Source: an optimization exercise on an open RTL-to-GDS flow (aim: a short achievable clock period and few clock cycles). Production flows keep margins and buffers that such runs may drop.
Only simulation tests tie the RTL to the original design; equivalence was not proved.
Power figures rest on the tool's default switching activity, not on a simulated workload.

<file path="design/flow/config.mk">
export PLATFORM = sky130hd
export DESIGN_NAME = Multi_CPU
export DESIGN_NICKNAME = Multi_CPU
export VERILOG_FILES = /design/flow/design.v
export SDC_FILE = /design/flow/constraint.sdc
export NUM_CORES = 4
export LEC_CHECK = 0
export CAP_MARGIN = 20
export CORE_MARGIN = 2
export CORE_UTILIZATION = 40
export PLACE_DENSITY = 0.6
export SLEW_MARGIN = 20
</file>
<file path="design/flow/constraint.sdc">
create_clock -name core_clock -period 9.0 [get_ports {clk}]
set_input_delay 1.8000 -clock core_clock [delete_from_list [all_inputs] [get_ports {clk}]]
set_output_delay 1.8000 -clock core_clock [all_outputs]
set_load 0.01 [all_outputs]
</file>
<file path="design/flow/design.v">
`timescale 1ns / 1ps
module Ext_32(
	imm_16, SorZ, imm_32
    );
input wire [15:0] imm_16;
input wire SorZ;  
output reg [31:0] imm_32;
always @* begin
	case (SorZ)
		1'b0: begin  
			imm_32 <= {{16'd0}, {imm_16}};
		end
		1'b1: begin  
			imm_32 <= {{16{imm_16[15]}}, {imm_16}};
		end
	endcase
end
endmodule
`timescale 1ns / 1ps
module REG_32(
	input wire clk, rst, EN,
	input wire [31:0] D,
	output reg [31:0] Q
    );
always @ (posedge clk) begin
	if (rst) begin
		Q <= 32'h00000000;
	end
	else if (EN) begin
		Q <= D;
	end
end
endmodule
module alu(	input wire [31:0] A, B,
			input wire [2:0] ALU_operation,
			output reg [31:0] res,
			output wire zero, overflow,
			output reg C
		);
wire sign_xor;
parameter one = 32'h00000001, zero_0 = 32'h00000000;
assign zero = (res == zero_0)? 1'b1 : 1'b0;
assign sign_xor = A[31] ^ B[31];
assign overflow = (~sign_xor) & (A[31] ^ res[31]); 
always @(A, B, ALU_operation) begin
	C = 1'b0;
	case (ALU_operation)
		3'b000: res = A & B;
		3'b001: res = A | B;
		3'b010: {C, res} = A + B ;
		3'b011: res = A ^ B;
		3'b100: res = ~(A | B);
		3'b101: res = A >> B[10:6];
		3'b110: begin res = A - B; C = (A < B)? 1'b1 : 1'b0; end
		3'b111: res = (A < B) ? one : zero_0;
		default: res = {32{1'bx}};
	endcase
end
endmodule
`timescale 1ns / 1ps
module regs(
	input wire clk, rst, WE,
	input wire [4:0] R_addr_A, R_addr_B, W_addr,
	input wire [31:0] W_data,
	output wire [31:0] rdata_A, rdata_B
    );
reg [31:0] R_array [31:0];
integer i;
assign rdata_A = R_array[R_addr_A];
assign rdata_B = R_array[R_addr_B];
always @ (posedge clk) begin
	if (rst) begin
		for (i = 0; i < 32; i = i+1) begin
			R_array[i] <= 32'h00000000;
		end
	end
	else if (WE) begin
		R_array[W_addr] <= W_data;
	end
end
endmodule
`timescale 1ns / 1ps
module ctrl(	input  clk,
				input  reset,
				input  [31:0] Inst_in,
				input  zero,
				input  overflow,
				input  MIO_ready,
				output reg MemRead,
				output reg MemWrite,
				output reg[2:0]ALU_operation,
				output [4:0]state_out,				
				output reg IorD,
				output reg IRWrite,
				output reg [1:0]RegDst,
				output reg RegWrite,
				output reg [1:0]MemtoReg,
				output reg ALUSrcA,
				output reg [1:0]ALUSrcB,
				output reg [1:0]PCSource,
				output reg PCWrite,
				output reg [1:0] Branch
				);
parameter ST_IF = 5'd0;  
parameter ST_ID = 5'd1;  
parameter ST_ERR = 5'd31;  
parameter ST_JP = 5'd2;  
parameter ST_JAL_WB = 5'd10;  
parameter ST_JAL_CPL = 5'd11;  
parameter ST_BEQ = 5'd3;  
parameter ST_BNE = 5'd12;  
parameter ST_R_EXE = 5'd4;  
parameter ST_R_CPL = 5'd5;  
parameter ST_R_JR = 5'd13;  
parameter ST_R_JALR = 5'd14;  
parameter ST_R_SRL = 5'd18;  
parameter ST_I_EXE = 5'd15;  
parameter ST_I_CPL = 5'd16;  
parameter ST_LUI = 5'd17;  
parameter ST_M_ADDR = 5'd6;  
parameter ST_M_SW_ACS = 5'd7;  
parameter ST_M_LW_ACS = 5'd8;  
parameter ST_M_LW_WB = 5'd9;  
parameter ALU_AND = 3'b000;
parameter ALU_OR = 3'b001;
parameter ALU_ADD = 3'b010;
parameter ALU_XOR = 3'b011;
parameter ALU_NOR = 3'b100;
parameter ALU_SRL = 3'b101;
parameter ALU_SUB = 3'b110;
parameter ALU_SLT = 3'b111;
parameter JUMP_INS_OPCD = 6'b000010;
parameter BEQ_INS_OPCD = 6'b000100;
parameter BNQ_INS_OPCD = 6'b001001;  
parameter LW_INS_OPCD = 6'b100011;
parameter SW_INS_OPCD = 6'b101011;
parameter R_TYPE_OPCD = 6'b000000;
parameter JAL_INS_OPCD = 6'b000011;
parameter ADDI_INS_OPCD = 6'b001000;  
parameter ANDI_INS_OPCD = 6'b001100;  
parameter ORI_INS_OPCD = 6'b001101;  
parameter XORI_INS_OPCD = 6'b001110;  
parameter SLTI_INS_OPCD = 6'b001010;  
parameter LUI_INS_OPCD = 6'b001111;  
parameter AND_INS_FUNC = 6'b100100;  
parameter OR_INS_FUNC = 6'b100101;  
parameter ADD_INS_FUNC = 6'b100000;  
parameter XOR_INS_FUNC = 6'b100110;  
parameter NOR_INS_FUNC = 6'b100111;  
parameter SUB_INS_FUNC = 6'b100010;  
parameter SLT_INS_FUNC = 6'b101010;  
parameter SRL_INS_FUNC = 6'b000010;  
parameter JR_INS_FUNC = 6'b001000;  
parameter JALR_INS_FUNC = 6'b001001;  
reg [4:0] State;
assign state_out = State;
always @(posedge clk) begin
	if (reset == 1'b1) begin
		State <= ST_IF;
	end
	else begin
		case (State)
			ST_IF: begin
				if (MIO_ready == 1'b1) begin
					State <= ST_ID;
				end
				else begin
					State <= ST_IF;
				end
			end
			ST_LUI: begin
				State <= ST_IF;
			end
			ST_ID: begin  
				case (Inst_in[31:26])
					LUI_INS_OPCD: begin
						State <= ST_LUI;
					end
					ANDI_INS_OPCD: begin
						State <= ST_I_EXE;
					end
					ADDI_INS_OPCD: begin
						State <= ST_I_EXE;
					end
					ORI_INS_OPCD: begin
						State <= ST_I_EXE;
					end
					XORI_INS_OPCD: begin
						State <= ST_I_EXE;
					end
					SLTI_INS_OPCD: begin
						State <= ST_I_EXE;
					end
					R_TYPE_OPCD: begin
						State <= ST_R_EXE;
					end
					JUMP_INS_OPCD: begin
						State <= ST_JP;
					end
					JAL_INS_OPCD: begin
						State <= ST_JAL_WB;
					end
					BEQ_INS_OPCD: begin
						State <= ST_BEQ;
					end
					BNQ_INS_OPCD: begin
						State <= ST_BNE;
					end
					SW_INS_OPCD: begin
						State <= ST_M_ADDR;
					end
					LW_INS_OPCD: begin
						State <= ST_M_ADDR;
					end
				endcase
			end
			ST_JP: begin
				State <= ST_IF;
			end
			ST_JAL_WB: begin
				State <= ST_JAL_CPL;
			end
			ST_JAL_CPL: begin
				State <= ST_IF;
			end
			ST_BEQ: begin
				State <= ST_IF;
			end
			ST_BNE: begin
				State <= ST_IF;
			end
			ST_I_EXE: begin
				State <= ST_I_CPL;
			end
			ST_I_CPL: begin
				State <= ST_IF;
			end
			ST_R_EXE: begin
				if (Inst_in[5:0] == JR_INS_FUNC)
					State <= ST_R_JR;
				else if (Inst_in[5:0] == JALR_INS_FUNC)
					State <= ST_R_JALR;
				else
					State <= ST_R_CPL;
			end
			ST_R_JR: begin
				State <= ST_IF;
			end
			ST_R_JALR: begin
				State <= ST_IF;
			end
			ST_R_CPL: begin
				State <= ST_IF;
			end
			ST_M_ADDR: begin
				if (Inst_in[31:26] == SW_INS_OPCD) begin
					State <= ST_M_SW_ACS;
				end
				else begin  
					State <= ST_M_LW_ACS;
				end
			end
			ST_M_SW_ACS: begin
				State <= ST_IF;
			end
			ST_M_LW_ACS: begin
				State <= ST_M_LW_WB;
			end
			ST_M_LW_WB: begin
				State <= ST_IF;
			end
			default: State <= ST_ERR;
		endcase
	end
end
always @* begin
	ALU_operation <= ALU_ADD;  
	if (State == ST_BEQ || State == ST_BNE) begin
		ALU_operation <= ALU_SUB;
	end
	else if (State == ST_R_EXE) begin
		case (Inst_in[5:0])  
			AND_INS_FUNC: begin
				ALU_operation <= ALU_AND;
			end
			ADD_INS_FUNC: begin
				ALU_operation <= ALU_ADD;
			end
			SUB_INS_FUNC: begin
				ALU_operation <= ALU_SUB;
			end
			OR_INS_FUNC: begin
				ALU_operation <= ALU_OR;
			end
			SLT_INS_FUNC: begin
				ALU_operation <= ALU_SLT;
			end
			NOR_INS_FUNC: begin
				ALU_operation <= ALU_NOR;
			end
		endcase
	end
	else if (State == ST_I_EXE) begin
		case (Inst_in[31:26])
			ADDI_INS_OPCD: begin
				ALU_operation <= ALU_ADD;	
			end
			ANDI_INS_OPCD: begin
				ALU_operation <= ALU_AND;
			end
			ORI_INS_OPCD: begin
				ALU_operation <= ALU_OR;
			end
			XORI_INS_OPCD: begin
				ALU_operation <= ALU_XOR;
			end
			SLTI_INS_OPCD: begin  
				ALU_operation <= ALU_SLT;
			end
		endcase
	end
end
always @* begin
	RegDst <= 2'b00;
	if (State == ST_R_CPL)
		RegDst <= 2'b01;
	else if (State == ST_JAL_WB || State == ST_R_JALR)
		RegDst <= 2'b10;
end
always @* begin
	MemtoReg <= 2'b00;
	if (State == ST_M_LW_WB)
		MemtoReg <= 2'b01;
	else if (State == ST_JAL_WB || State == ST_R_JALR)
		MemtoReg <= 2'b11;
	else if (State == ST_LUI) 
		MemtoReg <= 2'b10;
end
always @* begin
	ALUSrcB <= 2'b00;
	if (State == ST_IF)
		ALUSrcB <= 2'b01;
	else if (State == ST_ID)  
		ALUSrcB <= 2'b11;
	else if (State == ST_M_ADDR || State == ST_I_EXE)  
		ALUSrcB <= 2'b10;
end
always @* begin
	PCSource <= 2'b00;
	if (State == ST_BEQ || State == ST_BNE)
		PCSource <= 2'b01;
	else if (State == ST_JP || State == ST_JAL_CPL)
		PCSource <= 2'b10;
	else if (State == ST_R_JR || State == ST_R_JALR)
		PCSource <= 2'b11;
end
always @* begin
	MemRead <= (State == ST_IF) || (State == ST_M_LW_ACS);
	MemWrite <= (State == ST_M_SW_ACS);
	IorD <= (State == ST_M_LW_ACS) || (State == ST_M_SW_ACS);
	IRWrite <= (State == ST_IF);
	RegWrite <= (State == ST_R_CPL) || (State == ST_M_LW_WB) || (State == ST_JAL_WB) || (State == ST_R_JALR) || (State == ST_LUI) || (State == ST_I_CPL);
	PCWrite <= (State == ST_IF) || (State == ST_JP) || (State == ST_JAL_CPL) || (State == ST_R_JR) || (State == ST_R_JALR);  
	ALUSrcA <= (State == ST_R_EXE) || (State == ST_M_ADDR) || (State == ST_BEQ) || (State == ST_BNE) || (State == ST_I_EXE);
	Branch[0] <= (State == ST_BEQ);
	Branch[1] <= (State == ST_BNE);
end
endmodule
`timescale 1ns / 1ps
module M_datapath(	   input clk,
					   input reset,
					   input MIO_ready,		 
					   input IorD,
					   input IRWrite,
					   input[1:0] RegDst,
					   input RegWrite,
					   input[1:0]MemtoReg,
					   input ALUSrcA,
					   input[1:0]ALUSrcB,
					   input[1:0]PCSource,
					   input PCWrite,
					   input [1:0] Branch,
					   input[2:0]ALU_operation,
					   input[31:0]data2CPU,
					   output[31:0]PC_Current,  
					   output[31:0]Inst,  
					   output[31:0]data_out,  
					   output[31:0]M_addr,  
					   output zero,
					   output overflow
					  );	
wire [31:0] 
	alu_O_result,
	rf_O_A, rf_O_B,
	alu_reg_O,
	IR_O,
	DR_O,
	ext_O, ext_O_sl2,
	lui,
	jump_addr;
wire [4:0]
	rf_I_addrA, rf_I_addrB;
wire 
	alu_O_zero, alu_O_overflow, alu_O_carry;
reg 
	_PCWrite;
reg [4:0]
	rf_I_addrW;
reg [31:0]
	alu_I_opA, alu_I_opB, rf_I_data, PC_I;
assign rf_I_addrA = Inst[25:21];  
assign rf_I_addrB = Inst[20:16];  
assign ext_O_sl2 = {ext_O[29:0], 2'b00};
assign lui = {Inst[15:0], 16'h0000};
assign jump_addr = {PC_Current[31:28], Inst[25:0], 2'b00};
assign zero = alu_O_zero;
assign Inst = IR_O; 
assign overflow = alu_O_overflow;
assign data_out = rf_O_B;
assign M_addr = (IorD == 1'b0)? PC_Current : alu_reg_O;
REG_32
IR(	
	.clk(clk), .rst(reset), .EN(IRWrite), 
	.D(data2CPU), 
	.Q(IR_O)
	);
REG_32
DR(	
	.clk(clk), .rst(reset), .EN(1'b1),
	.D(data2CPU), 
	.Q(DR_O)
	);
REG_32
ALUOut(	
	.clk(clk), .rst(reset), .EN(1'b1),
	.D(alu_O_result),
	.Q(alu_reg_O)
	);
REG_32 
PC(	
	.clk(clk), .rst(reset), .EN(_PCWrite),
	.D(PC_I), 
	.Q(PC_Current)
	);
alu
alu_unit(
	.ALU_operation(ALU_operation),
	.A(alu_I_opA), .B(alu_I_opB), 
	.res(alu_O_result), .zero(alu_O_zero), .overflow(alu_O_overflow), .C(alu_O_carry)
	);
regs
register_file(
	.clk(clk), .rst(reset), .WE(RegWrite),
	.R_addr_A(rf_I_addrA), .R_addr_B(rf_I_addrB), .W_addr(rf_I_addrW), .W_data(rf_I_data),
	.rdata_A(rf_O_A), .rdata_B(rf_O_B)
	);
Ext_32
ext(
	.imm_16(Inst[15:0]), .SorZ(1'b1),
	.imm_32(ext_O)
		);
always @* begin
	if (MIO_ready == 1'b0) begin
		_PCWrite <= 1'b0;
	end
	else if (PCWrite == 1'b1) begin
		_PCWrite <= 1'b1;
	end
	else begin
		_PCWrite <= (Branch[0] && alu_O_zero) || (Branch[1] && (!alu_O_zero));  
	end
end
always @* begin
	case (PCSource)
		2'b00: begin
			PC_I <= alu_O_result;
		end
		2'b01: begin
			PC_I <= alu_reg_O;
		end
		2'b10: begin
			PC_I <= jump_addr;
		end
		2'b11: begin
			PC_I <= alu_reg_O;
		end
	endcase
end
always @* begin
	case (ALUSrcA) 
		1'b0: begin
			alu_I_opA <= PC_Current;
		end
		1'b1: begin
			alu_I_opA <= rf_O_A;
		end
	endcase
end
always @* begin
	case (ALUSrcB) 
		2'b00: begin
			alu_I_opB <= rf_O_B;
		end
		2'b01: begin
			alu_I_opB <= 32'd4;
		end
		2'b10: begin
			alu_I_opB <= ext_O;
		end
		2'b11: begin
			alu_I_opB <= ext_O_sl2;
		end
	endcase
end
always @* begin
	case (RegDst)
		2'b00: begin  
			rf_I_addrW <= Inst[20:16];
		end
		2'b01: begin  
			rf_I_addrW <= Inst[15:11];
		end
		2'b10: begin  
			rf_I_addrW <= 5'b11111;
		end
		2'b11: begin  
			rf_I_addrW <= 5'd0;
		end
	endcase
end
always @* begin 
	case(MemtoReg)
		2'b00: begin  
			rf_I_data <= alu_reg_O;
		end
		2'b01: begin  
			rf_I_data <= DR_O;
		end
		2'b10: begin  
			rf_I_data <= lui; 
		end
		2'b11: begin  
			rf_I_data <= PC_Current;
		end
	endcase
end
endmodule
`timescale 1ns / 1ps
module Multi_CPU(
	input wire clk, reset,
	input wire [31:0] Data_in, 
	output wire mem_w,
	output wire [31:0] Data_out, Addr_out
    );
wire MIO_ready = 1'b1;
wire [31:0] PC_out, inst_out;
wire [4:0] state;
wire zero, overflow, MemRead, MemWrite, IorD, IRWrite, RegWrite, ALUSrcA, PCWrite;
wire [1:0] RegDst, MemtoReg, ALUSrcB, PCSource, Branch;
wire [2:0] ALU_operation;
assign mem_w = MemWrite & (~MemRead);
ctrl
ctrl_multi_cycle(.clk(clk), .reset(reset), .zero(zero), .overflow(overflow), .MIO_ready(MIO_ready), .Inst_in(inst_out),
				.MemRead(MemRead), .MemWrite(MemWrite), .IorD(IorD), .IRWrite(IRWrite), .RegWrite(RegWrite), .ALUSrcA(ALUSrcA),
				.PCWrite(PCWrite), .Branch(Branch), .RegDst(RegDst), .MemtoReg(MemtoReg), .ALUSrcB(ALUSrcB), .PCSource(PCSource),
				.ALU_operation(ALU_operation), .state_out(state));
M_datapath
M_datapath_multi_cycle(.clk(clk), .reset(reset), .MIO_ready(MIO_ready), .IorD(IorD), .IRWrite(IRWrite), .RegWrite(RegWrite), .ALUSrcA(ALUSrcA),
				.PCWrite(PCWrite), .Branch(Branch), .RegDst(RegDst), .MemtoReg(MemtoReg) , .ALUSrcB(ALUSrcB), .PCSource(PCSource),
				.ALU_operation(ALU_operation), .data2CPU(Data_in),
				.zero(zero), .overflow(overflow), .PC_Current(PC_out), .Inst(inst_out), .data_out(Data_out) , .M_addr(Addr_out)) ;
endmodule
</file>
<file path="design/flow/run.sh">
#!/bin/bash
# synth_recipe.tcl (not shown) runs the flow's synth.tcl, then flattens the netlist and writes it again
# the make line also repeats each setting of config.mk as NAME=value (left out here)
make -C /OpenROAD-flow-scripts/flow DESIGN_CONFIG=/design/flow/config.mk WORK_HOME=/design/flow/orfs CLKGATE_MAP_FILE= SYNTH_SCRIPT=/design/flow/synth_recipe.tcl finish
</file>
==> run notes <==
-- kinds of logic (layout without fill, tap and decap cells) --
logic type / Yosys count / in the layout
AOI/OAI and AO/OA: 634 / 634
xor gates and xnor gates: 16 / 16
adders and majority gates: 102 / 102
buffers and inverters: 614 / 670
DFF: 1167 / 1167
muxes: 769 / 769
other: 0 / 5
and+or+nand+nor: 1770 / 1770
-- per-layer routing --
layer | vias to the layer above | wire [microns] | GRT usage [%] | share of wire (%)
met4 | 20 | 12800 | 12.9 | 4.8
met1 | 24700 | 96200 | 42.2 | 36
met2 | 3727 | 116000 | 46.6 | 44
met5 | - | 368 | 0 | 0.14
met3 | 659 | 38600 | 10.4 | 15
li1 | 19200 | - | - | -
-- synth_stat cells, drive strengths merged (20+ instances only) --
cell type / count / area [sq um]
mux4: 640 / 14400
buf: 87 / 390
clkbuf: 406 / 1520
o21ai: 104 / 521
ha: 100 / 1250
inv: 120 / 450
nand3: 33 / 165
nor2: 1214 / 4560
nand2: 236 / 886
mux2: 79 / 965
dfxtp: 143 / 2860
edfxtp: 1024 / 30700
a221oi: 31 / 284
a21o: 46 / 345
o211ai: 20 / 150
a222oi: 32 / 320
nor3: 45 / 225
a211oi: 27 / 208
nor2b: 88 / 551
nand2b: 49 / 307
a21oi: 159 / 800
a22oi: 23 / 173
mux2i: 50 / 500
-- flip-flops by register name, indices dropped and copies added, names as in the netlist, named ones only --
name,count
M_datapath_multi_cycle.register_file.R_array,1024
M_datapath_multi_cycle.ALUOut.Q,32
M_datapath_multi_cycle.DR.Q,32
M_datapath_multi_cycle.IR.Q,32
M_datapath_multi_cycle.PC.Q,32
ctrl_multi_cycle.State,5
-- layout by cell type (no fill, tap or decap), types with 40 or more instances in the layout --
| cell type | Yosys | routed |
|---|---|---|
| nor2_1 | 1213 | 1211 |
| edfxtp_1 | 1024 | 1024 |
| mux4_2 | 640 | 640 |
| nand2_1 | 236 | 204 |
| buf_4 | 1 | 202 |
| a21oi_1 | 158 | 155 |
| dfxtp_1 | 143 | 133 |
| clkbuf_16 | 0 | 133 |
| inv_1 | 119 | 119 |
| ha_1 | 100 | 100 |
| clkdlybuf4s50_1 | 0 | 97 |
| nor2b_1 | 88 | 88 |
| o21ai_0 | 87 | 87 |
| mux2_2 | 51 | 51 |
| mux2i_1 | 50 | 50 |
| a21o_1 | 46 | 46 |
| nor3_1 | 45 | 40 |
-- metrics by stage --
| stage | total power [mW] | instances | util, % |
|---|---|---|---|
| final | 27.2 | 7308 | 45.3 |
| after detailed placement | 21.5 | 7074 | 42.7 |
| after global routing | 28.1 | 7303 | 45.3 |
| after global placement | 21.5 | 7074 | 42.7 |
| after floorplan | 15.9 | 5072 | - |
| after CTS | 26.8 | 7303 | 45.3 |
-- area by class of cell --
class	instances	area [sq um]
well taps	2175	2720
clock buffers	167	3510
multi-input cells	3291	29600
inverters	121	454
repair buffers	320	2900
diodes	5	12.5
fillers	14600	88800
flip-flops and latches	1167	33600
clock inverters	62	628
-- worst max path at each step --
| stage | from | end |
|---|---|---|
| 2_1_floorplan | flip-flop | M_datapath_multi_cycle.PC.Q[0]$_SDFFE_PP0P_ |
| 3_3_place_gp | ctrl_multi_cycle.State[3]$_SDFFE_PP0P_ | M_datapath_multi_cycle.PC.Q[12]$_SDFFE_PP0P_ |
| 3_5_place_dp | ctrl_multi_cycle.State[0]$_SDFFE_PP0P_ | M_datapath_multi_cycle.PC.Q[10]$_SDFFE_PP0P_ |
| 4_1_cts | ctrl_multi_cycle.State[3]$_SDFFE_PP0P_ | M_datapath_multi_cycle.PC.Q[11]$_SDFFE_PP0P_ |
| 5_1_grt | ctrl_multi_cycle.State[0]$_SDFFE_PP0P_ | M_datapath_multi_cycle.PC.Q[11]$_SDFFE_PP0P_ |
| 6_report | ctrl_multi_cycle.State[3]$_SDFFE_PP0P_ | M_datapath_multi_cycle.PC.Q[11]$_SDFFE_PP0P_ |
-- power groups by stage --
stage / Combinational, mW / Clock [mW] / Sequential [mW]
after floorplan: 9.36 / 0 / 6.52
after global placement: 14.5 / 0 / 7.02
after detailed placement: 14.5 / 0 / 7.04
after CTS: 14.5 / 5.36 / 6.93
after global routing: 15.6 / 5.57 / 6.98
final: 14.9 / 5.34 / 6.95
-- worst min-delay path, delay by kind of cell (launching register included) --
family	cells	cell delay [ns]
DFF	1	0.33
AOI/OAI and AO/OA	1	0.07
and+or+nand+nor	1	0.06
==> impl_metrics.py <==
metrics = {
    "synth": {
        "synth-xor-area-share_pct": 0.215,
        "async_reset_ff_share_pct": 0,
        "synth_compound_area_share_pct": 6.81,
        "muxShareOfSynthArea_pct": 24.4,
        "synth-simple-area-share_pct": 11.4,
        "synth_seq_cells": 1167,
        "avgSynthCellArea_sq_um": 12.9,
        "syn-num-nets": 5208,
        "synth_warnings": 6,
        "ys.flop_type": "edfxtp_1",
        "synth_fa_ha_area_share_pct": 1.98,
        "synth_top_family_by_area": "multiplexers",
        "synth_cell_types": 100,
        "ys_seq_area_share_pct": 51.6,
        "synth_edf_count": 1024,
        "syn_inst": 5072,
        "synth_area_sq_um": 65200,
    },
    "setup_path": {
        "r2r_cells": 24,
        "arrival_ns": 9.11,
        "r2r_end": "M_datapath_multi_cycle.PC.Q[11]$_SDFFE_PP0P_",
        "critPathCaptureType": "flip-flop",
        "cp_cell_sequence": "nor4bb_1, o21a_1, nor3_2, buf_4, nor2_1, a21oi_1, ha_1, inv_1, fa_1, a21oi_1, o22ai_1, a2111oi_0, xnor2_1, o32ai_1, o32ai_1, nand2_1, or4_1, nor4_2, buf_4, and4_1, o31ai_1, o21bai_4, buf_12, mux2_1",
        "setup.worst_path.class": "flip-flop to flip-flop",
        "cpPeakStageDelay_ns": 0.93,
        "r2r_slack_ns": 0.53,
        "r2r_start": "ctrl_multi_cycle.State[3]$_SDFFE_PP0P_",
        "crit_buf_inv": 4,
        "cp.depth": 24,
        "cp_max_fo": 17,
        "start_kind": "flip-flop",
        "cp.required_ns": 9.64,
        "crit_family": "compound AO/OA/AOI/OAI gates",
        "critPathSlowestCell": "nor3_2",
    },
    "clock_tree": {
        "cts_buffer_depth": 3,
        "cts_setup_buffers": 0,
        "root_buffer": "clkbuf_16",
        "cts_max_level": 4,
        "cts_resized": 0,
        "cts_tree": "done",
        "path_clk_slew_ns": 0.07,
        "hold_buffers": 0,
        "cts-buffers-inserted": 131,
        "cts_num_sinks": 1167,
        "clk_latency_ns": 0.81,
    },
    "die": {
        "start_util_pct": 40.2,
        "num_rows": 148,
        "fp.dieW_microns": 408,
        "die_h_microns": 408,
        "core_area_sq_um": 162000,
        "die_area_sq_um": 166000,
        "ioPinCount": 99,
    },
    "min_path": {
        "hold_depth": 2,
        "hold_class": "flip-flop to flip-flop",
        "min-delay-start": "M_datapath_multi_cycle.IR.Q[16]$_SDFFE_PP0N_",
    },
    "run": {
        "maxCapViolations": 0,
    },
    "global_routing": {
        "grt-ovfl-total": 0,
        "grt_first_pass_wirelength_microns": 367000,
        "grt_max_degree": 68,
        "grt_antenna_before_repair": 10,
        "grt_pass1_vias": 46700,
        "track_usage_pct": 31.3,
    },
    "sta": {
        "maxSlewViolCount": 0,
        "rsz0062_at_grt": "no",
        "fin_ws_ns": 0.533,
        "maxSlewHeadroom_pct": 23.7,
        "finalSetupTns_ns": 0,
        "skew_ns": 0.0595,
        "hold_viol": 0,
        "hold_ws_ns": 0.498,
        "fin_crit_sh_pct": 94.1,
        "tightest_slew_ns": 1.14,
        "timing.fmax_mhz": 118,
        "setup_viol_count_final": 0,
        "post-route-min-period_ns": 8.47,
    },
    "pwr": {
        "netSwitchingPower_mw": 12.2,
        "clkPwrFrac_pct": 19.6,
        "p_sw_share_pct": 44.7,
        "peakVddDrop_uv": 265,
        "power.density_nw_per_um2": 370,
        "power_frac_seq_pct": 25.6,
        "p_leak_nw": 24.8,
        "p_int_mw": 15.1,
        "combPwrFrac_pct": 54.8,
    },
    "run_status": {
        "status": "timing/DRC/antenna clean",
    },
    "route": {
        "drtIter0Drc": 8230,
        "drt-total-wl_microns": 264000,
        "postRouteAntennaNets": 0,
        "vias_per_cell": 6.61,
        "detailedRoute.firstPassIterationCount": 7,
        "vias": 48300,
        "post_drt_wl_per_cell_microns": 36.1,
        "drc": 0,
    },
    "place": {
        "placed_cell_area_sq_um": 69300,
        "place_congestion": 0.978,
        "place_ws_ns": 0.675,
        "portBuffers": 98,
        "dp_hpwl_microns": 164000,
    },
    "layout": {
        "nets": 5168,
        "stdcell_area_sq_um": 73500,
        "layout-area-overhead-vs-synth_pct": 12.7,
        "drive_above_1_share_pct": 24.2,
    },
}
Testbench counts, summed over its fixed seeds: cycles 92,945.

separate check: timing with driven ports:
No port has a modelled driver above. Below, the same layout with a new extraction and two added sets of constraints.
Step 1, drivers: a clkbuf_16 drives clk and a buf_2 each remaining input, both assumed.
Step 2 adds t to the input delays and takes it off the output delays; t is the mean of the earliest and latest rising clock arrival at the registers after step 1. Input paths then give back, and output paths get back, about the clock's delay inside the block.
Slacks: ideal / step 1 / step 2; pairs: ideal / step 1.
t, ns: 0.865
setup slack, ns: 0.533 / 0.533 / 0.533
worst register clock-pin slew, ns: 0.07 / 0.07
After both steps this run still meets setup and hold. For this run, drivers alone change the setup slack by 0.000 ns; drivers and shift together by 0.000 ns.
